Background: an optimization exercise with open tools, aiming at small area. Do not read the settings as production practice.
The RTL was checked by simulation tests, not by an equivalence proof against the original design.
Power is estimated from default activity; no workload was simulated.

==> design/flow/design.v <==
module half_clock(
    input logic oldclk,
    input logic rst,
    output logic newclk
);
logic count;
always_ff @(posedge oldclk)
    if (rst)
        begin
            newclk <= 0;
            count <= 0;
        end
    else if (count == 1)
        begin
            newclk <= 1;
            count <= 0;
        end
    else
        begin
            newclk <= 0;
            count <= count + 1;
        end
endmodule
module XYCounter(
    input logic clk,
    input logic rst,
    input logic en,
    output logic vs, hs,
    output logic[9:0] x, y
);
logic[9:0] xpos;
logic[9:0] ypos;
always_ff @(posedge clk)
    if (rst)
        begin
            hs <= 1;
            vs <= 1;
            xpos <= 0;
            ypos <= 0;
        end
    else if (en)
    begin
        hs <= ~((xpos >= 640 + 16) && (xpos < 640 + 16 + 96));
        vs <= ~((ypos >= 480 + 10) && (ypos < 480 + 10 + 2));
        if(xpos == 800 && ypos == 525)   
            begin
                ypos <= 0;
                xpos <= 0;
            end
        else if(xpos == 800)   
            begin
                ypos <= ypos + 1;
                xpos <= 0;
            end
        else   
            xpos <= xpos + 1;
    end
assign x = xpos;
assign y = ypos;
endmodule
module ps2 #(parameter
    UP = 8'h1D, DOWN = 8'h1B, LEFT = 8'h1C, RIGHT = 8'h23   
)(
    input logic sysclk, rst,
    input logic clk, data,
    output logic[1:0] dir_x, dir_y
);
logic[1:0] clk_sync;
logic[1:0] data_sync;
logic clk_prev;
logic fall;
logic bit_in;
always_ff @(posedge sysclk)
    if (rst)
        begin
            clk_sync <= 2'b11;
            data_sync <= 2'b11;
            clk_prev <= 1;
        end
    else
        begin
            clk_sync <= {clk_sync[0], clk};
            data_sync <= {data_sync[0], data};
            clk_prev <= clk_sync[1];
        end
assign fall = clk_prev & ~clk_sync[1];
assign bit_in = data_sync[1];
logic[7:0] bits;
logic[3:0] count;
logic[3:0] even_odd;
logic[1:0] x;
logic[1:0] y;
logic valid;
logic fo;
always_ff @(posedge sysclk)
    if (rst)
        begin
            bits <= 8'b0;
            count <= 0;
            even_odd <= 0;
            x <= 2;
            y <= 2;
            valid <= 0;
            fo <= 0;
        end
    else if (fall)
    begin
        if (count == 10)  
            begin
                if (valid)
                    begin
                        if (~fo && y == 2 && bits == UP) y <= 0;
                        else if (fo && y == 0 && bits == UP) y <= 2;
                        else if (~fo && y == 2 && bits == DOWN) y <= 1;
                        else if (fo && y == 1 && bits == DOWN) y <= 2;
                        if (~fo && x == 2 && bits == LEFT) x <= 0;
                        else if (fo && x == 0 && bits == LEFT) x <= 2;
                        else if (~fo && x == 2 && bits == RIGHT) x <= 1;
                        else if (fo && x == 1 && bits == RIGHT) x <= 2;
                        if (bits == 8'hF0) fo <= 1;
                        else fo <= 0;
                    end
                even_odd <= 0;
                count <= 0;
                bits <= 8'd0;
                valid <= 0;
            end
        else if (count == 9)   
            begin
                count <= count + 1;
                valid <= even_odd[0] == ~bit_in;
            end
        else if (count == 0)   
            count <= count + 1;
        else
            begin
                even_odd <= even_odd + bit_in;
                count <= count + 1;
                bits <= (bits >> 1) + (bit_in * 128);
            end
    end
assign dir_x = x;
assign dir_y = y;
endmodule
module box_controller #(parameter
    SIZE = 40
)(
    input logic clk,
    input logic rst,
    input logic vs,
    input logic[1:0] dir_x, dir_y,
    output logic[3:0] box_r, box_g, box_b,
    output logic[9:0] box_x, box_y, box_size
);
logic[9:0] xpos;
logic[9:0] ypos;
logic[3:0] r;
logic[3:0] g;
logic[3:0] b;
logic vs_q;
always_ff @(posedge clk)
    if (rst) vs_q <= 1;
    else vs_q <= vs;
always_ff @(posedge clk)
    if (rst)
    begin
        xpos <= 300;
        ypos <= 220;
        r <= 4'b1111;
        g <= 4'b0;
        b <= 4'b0;
    end
    else if (vs && ~vs_q)
    begin
        if(~(dir_x == 0 && xpos == 0) && ~(dir_x == 1 && xpos == 640 - SIZE))   
            begin
                if((xpos - 1 == 0 && dir_x == 0) || (xpos + 1 == 640 - SIZE && dir_x == 1))   
                    begin
                        r <= g;
                        g <= b;
                        b <= r;
                    end
                case(dir_x)
                    0: xpos <= xpos - 1;
                    1: xpos <= xpos + 1;
                endcase
            end
        if(~(dir_y == 0 && ypos == 0) && ~(dir_y == 1 && ypos == 480 - SIZE))   
            begin
                if((ypos - 1 == 0 && dir_y == 0) || (ypos + 1 == 480 - SIZE && dir_y == 1))   
                    begin
                        r <= g;
                        g <= b;
                        b <= r;
                    end
                case(dir_y)
                    0: ypos <= ypos - 1;
                    1: ypos <= ypos + 1;
                endcase
            end
    end
assign box_x = xpos;
assign box_y = ypos;
assign box_size = SIZE;
assign box_r = r;
assign box_g = g;
assign box_b = b;
endmodule
module Drawer(
    input logic clk,
    input logic rst,
    input logic en,
    input logic[3:0] box_r, box_g, box_b,
    input logic[9:0] x, y, box_x, box_y, box_size,
    output logic[3:0] r, g, b
);
always_ff @(posedge clk)
    if (rst)
        begin
            r <= 4'b0;
            g <= 4'b0;
            b <= 4'b0;
        end
    else if (en)
    if (x > 640 || y > 480 || x < box_x || y < box_y || x > box_x + box_size || y > box_y + box_size)
        begin
            r <= 4'b0;
            g <= 4'b0;
            b <= 4'b0;
        end
    else   
        begin
            r <= box_r;
            g <= box_g;
            b <= box_b;
        end
endmodule
module ps2_top_level(
    input logic clk, rst, psClk, data,
    output logic vs, hs,
    output logic[3:0] r, g, b
);
logic[9:0] xpos, ypos;
logic slowclk;
logic[1:0] dir_x, dir_y;
logic[3:0] box_r, box_g, box_b;
logic[9:0] box_x, box_y, box_size;
half_clock hc (
    .oldclk(clk),
    .rst(rst),
    .newclk(slowclk)
);
XYCounter c (
    .clk(clk),
    .rst(rst),
    .en(slowclk),
    .vs(vs),
    .hs(hs),
    .x(xpos),
    .y(ypos)
);
ps2 P (
    .sysclk(clk),
    .rst(rst),
    .clk(psClk),
    .data(data),
    .dir_x(dir_x),
    .dir_y(dir_y)
);
box_controller box (
    .clk(clk),
    .rst(rst),
    .vs(vs),
    .dir_x(dir_x),
    .dir_y(dir_y),
    .box_r(box_r),
    .box_g(box_g),
    .box_b(box_b),
    .box_x(box_x),
    .box_y(box_y),
    .box_size(box_size)
);
Drawer d (
    .clk(clk),
    .rst(rst),
    .en(slowclk),
    .box_r(box_r),
    .box_g(box_g),
    .box_b(box_b),
    .x(xpos),
    .y(ypos),
    .box_x(box_x),
    .box_y(box_y),
    .box_size(box_size),
    .r(r),
    .g(g),
    .b(b)
);
endmodule
==> design/flow/run.sh <==
#!/bin/bash
# synth_recipe.tcl (not shown) runs the flow's synth.tcl, then flattens the netlist and writes it again
# the make line also repeats each setting of config.mk as NAME=value (left out here)
make -C /OpenROAD-flow-scripts/flow DESIGN_CONFIG=/design/flow/config.mk WORK_HOME=/design/flow/orfs CLKGATE_MAP_FILE= SYNTH_SCRIPT=/design/flow/synth_recipe.tcl finish
==> design/flow/config.mk <==
export PLATFORM = sky130hd
export DESIGN_NAME = ps2_top_level
export DESIGN_NICKNAME = ps2_top_level
export VERILOG_FILES = /design/flow/design.v
export SDC_FILE = /design/flow/constraint.sdc
export NUM_CORES = 4
export LEC_CHECK = 0
export CAP_MARGIN = 20
export CORE_MARGIN = 2
export CORE_UTILIZATION = 40
export SLEW_MARGIN = 20
==> design/flow/constraint.sdc <==
create_clock -name core_clock -period 20.0 [get_ports {clk}]
set_input_delay 4.0000 -clock core_clock [delete_from_list [all_inputs] [get_ports {clk}]]
set_output_delay 4.0000 -clock core_clock [all_outputs]
set_load 0.01 [all_outputs]
==> summary.txt <==
## area by class of cell
type                       count  share of cell area
clock buffer                   9              0.0343
clock inverter                 7             0.00990
inverter                      30              0.0171
multi-input combinational    580               0.589
sequential                    93               0.283
tap                          188              0.0358
timing repair buffer          22              0.0309
## metrics by stage
step	power, mW	hold slack [ns]	instance area (µm²)	setup slack (ns)
after floorplan	0.199	0.385	6070	15.29
final	0.367	0.409	6570	14.67
after CTS	0.372	0.409	6560	14.66
after detailed placement	0.201	0.395	6270	14.44
after global routing	0.380	0.435	6570	14.63
after global placement	0.201	0.392	6270	14.52
## power breakdown
| group | internal [mW] | total [mW] | switching [mW] |
|---|---|---|---|
| clock | 0.0873 | 0.170 | 0.0831 |
| sequential | 0.186 | 0.188 | 0.00145 |
| combinational | 0.00346 | 0.00932 | 0.00586 |
| total | 0.277 | 0.367 | 0.0904 |
## logic make-up after synthesis
| logic type | Yosys count | share of synthesized area |
|---|---|---|
| simple gates | 321 | 0.283 |
| compound gates | 145 | 0.153 |
| flops | 93 | 0.307 |
| buf+inv | 74 | 0.0559 |
| fa+ha+maj | 52 | 0.107 |
| xor+xnor | 47 | 0.0678 |
| mux | 15 | 0.0254 |
## synth_stat cells, types with 19 or more instances
library cell,instances,area (µm²)
o21ai_0,28,140
ha_1,52,651
nor2_1,70,263
nand4_1,30,188
clkbuf_1,26,97.6
nor3_1,19,95.1
xnor2_1,31,272
a21oi_1,59,295
nand2b_1,26,163
dfxtp_1,93,1860
nand3_1,32,160
nand2_1,54,203
inv_1,28,105
## worst reg2reg max path: cells and delay by family, from the launching register on
kind	cells	cell delay (ns)
compound gates	6	1.39
xor+xnor	1	0.17
fa+ha+maj	2	0.68
flops	1	0.65
mux	1	0.29
simple gates	1	0.20
## path summary, 6_finish.rpt
check / cells after the start / start / end / slack, ns
worst min-delay path: 1 / hc.count$_SDFF_PP0_ / hc.count$_SDFF_PP0_ / 0.41
worst max-delay path: 1 / c.vs$_SDFFE_PP1P_ / vs / 14.67
worst min register to register: 1 / hc.count$_SDFF_PP0_ / hc.count$_SDFF_PP0_ / 0.41
worst max register to register: 11 / box.ypos[3]$_SDFFE_PP1P_ / d.b[0]$_SDFFE_PP0P_ / 16.54
## layer usage
metal	GRT usage	part of all wire	up-vias
met3	0.0402	0.025	20
li1	-	-	2630
met2	0.299	0.47	77
met4	0.0711	0.020	0
met5	0	0	-
met1	0.229	0.49	2458
## sequential cells by signal (all words and copies together) (netlist names), 2 cells and up
name         cells
d.r              4
box.ypos        10
P.bits           8
P.data_sync      2
P.x              2
c.ypos          10
P.count          4
box.xpos        10
d.g              4
box.r            4
P.clk_sync       2
box.g            4
c.xpos          10
P.y              2
box.b            4
d.b              4
==> flow_metrics.py <==
metrics = {
    "synthesis": {
        "synth_edf_count": 0,
        "ys_seq_elements": 93,
        "synth.avg_cell_area_um2": 8.12,
        "ys_seq_area_frac": 0.307,
        "netlist_area_um2": 6070,
        "syn_nets": 803,
        "ys_types": 70,
        "synthCells": 747,
        "yosys_warnings": 5,
        "ys.flop_type": "dfxtp_1",
        "synthArstFlopShare": 0,
    },
    "timing": {
        "setup_tns_ns": 0,
        "post-route-period-util": 0.267,
        "slew_viol_final": 0,
        "setup_viol": 0,
        "slew_headroom": 0.433,
        "final-hold-violation-count": 0,
        "worst_pin_slew_ns": 0.848,
        "period_minus_slack_ns": 5.33,
        "fin_worst_skew_ns": 0.0120,
        "rsz0062_at_grt": "false",
        "fmax_mhz": 187,
    },
    "clock_network": {
        "ctsLongestPathBuffers": 2,
        "htree_levels": 3,
        "holdBufCountCts": 0,
        "clk-insertion-delay-late_ns": 0.35,
        "cts_tree": "built",
        "clk_pin_slew_worst_paths_ns": 0.07,
        "cts_resized": 0,
        "clock-root-buffer": "clkbuf_16",
        "cts.sinks": 93,
        "postCtsSetupRepairBufs": 0,
        "cts_buffers": 9,
    },
    "worst_setup_path": {
        "path_cells": "clkdlybuf4s50_1",
        "critPathBufInv": 1,
        "path_delay_family": "buffers and inverters",
        "cp-start-kind": "flip-flop",
        "critPathMaxStageDelay_ns": 0.57,
        "worstPathMaxFanout": 4,
        "crit_type": "flip-flop to primary output",
        "cp.arrival_ns": 1.33,
        "worstPathRequired_ns": 16.00,
        "cp_slowest_cell": "clkdlybuf4s50_1",
        "end_kind": "primary output",
    },
    "detailed_routing": {
        "ant_nets": 0,
        "routed_wl_um": 14100,
        "drc": 0,
        "drt_iter0_drc": 295,
        "route.vias.total": 5185,
        "firstDrtPassIters": 4,
        "post_drt_wl_per_cell_um": 15.2,
        "vias_per_cell": 5.58,
    },
    "placed_design": {
        "hpwl_um": 10100,
        "io_buffers": 17,
        "place_inst": 912,
        "gp_congestion": 0.878,
    },
    "finish": {
        "finalCoreUtilization": 0.437,
        "diodes": 0,
        "area_delta_synth_final_pct": 8.27,
        "seqCellArea_um2": 1860,
        "drive_gt1_frac": 0.0648,
        "layout_common_cells": "dfxtp_1 (93), nor2_1 (70), a21oi_1 (59), nand2_1 (54), ha_1 (52)",
        "nFillCells": 1468,
        "multi_input_area_um2": 3870,
        "fin_nets": 792,
        "final-instance-count-excl-fill": 929,
        "layout_commonest_cell": "dfxtp_1",
    },
    "grt": {
        "grt_pass1_wl_um": 24000,
        "antenna_found_initial": 0,
        "grt_usage": 0.180,
        "grt_max_degree": 77,
        "grt_pass1_vias": 5009,
        "grt_overflow": 0,
    },
    "die": {
        "core_um2": 15000,
        "die_y_um": 127,
        "die_x_um": 127,
        "rows": 45,
        "dieArea_um2": 16200,
        "start_util": 0.404,
        "io_pins": 18,
    },
    "power": {
        "power.density_nw_per_um2": 55.9,
        "peakVddDrop_mv": 0.0410,
        "cellLeakagePower_nw": 2.41,
    },
    "outcome": {
        "status": "no timing/DRC/antenna violations",
    },
    "min_path": {
        "hold_class": "flip-flop to flip-flop",
    },
    "run": {
        "max-cap-violations": 0,
    },
}

-- re-timing with driven ports --
In the flow no input, the clock included, has a driving cell. The finished layout below was timed again as built, in two steps.
Step 1 assumes that a clkbuf_16 drives the clock port and a buf_2 every other input.
Step 2 adds t to the input delays and takes it off the output delays; t is the mean of the earliest and latest rising clock arrival at the registers after step 1. Input paths then give back, and output paths get back, about the clock's delay inside the block.
Three values: ideal ports, drivers, drivers and shift; two values: the first two.
t (ns): 0.390
slack for setup (ns): 14.666 / 14.624 / 14.471
worst setup path after step 2: input to register
After both steps setup and hold are still met in this run. The setup slack of this run moves by -0.042 ns with the drivers and by -0.195 ns with both steps.
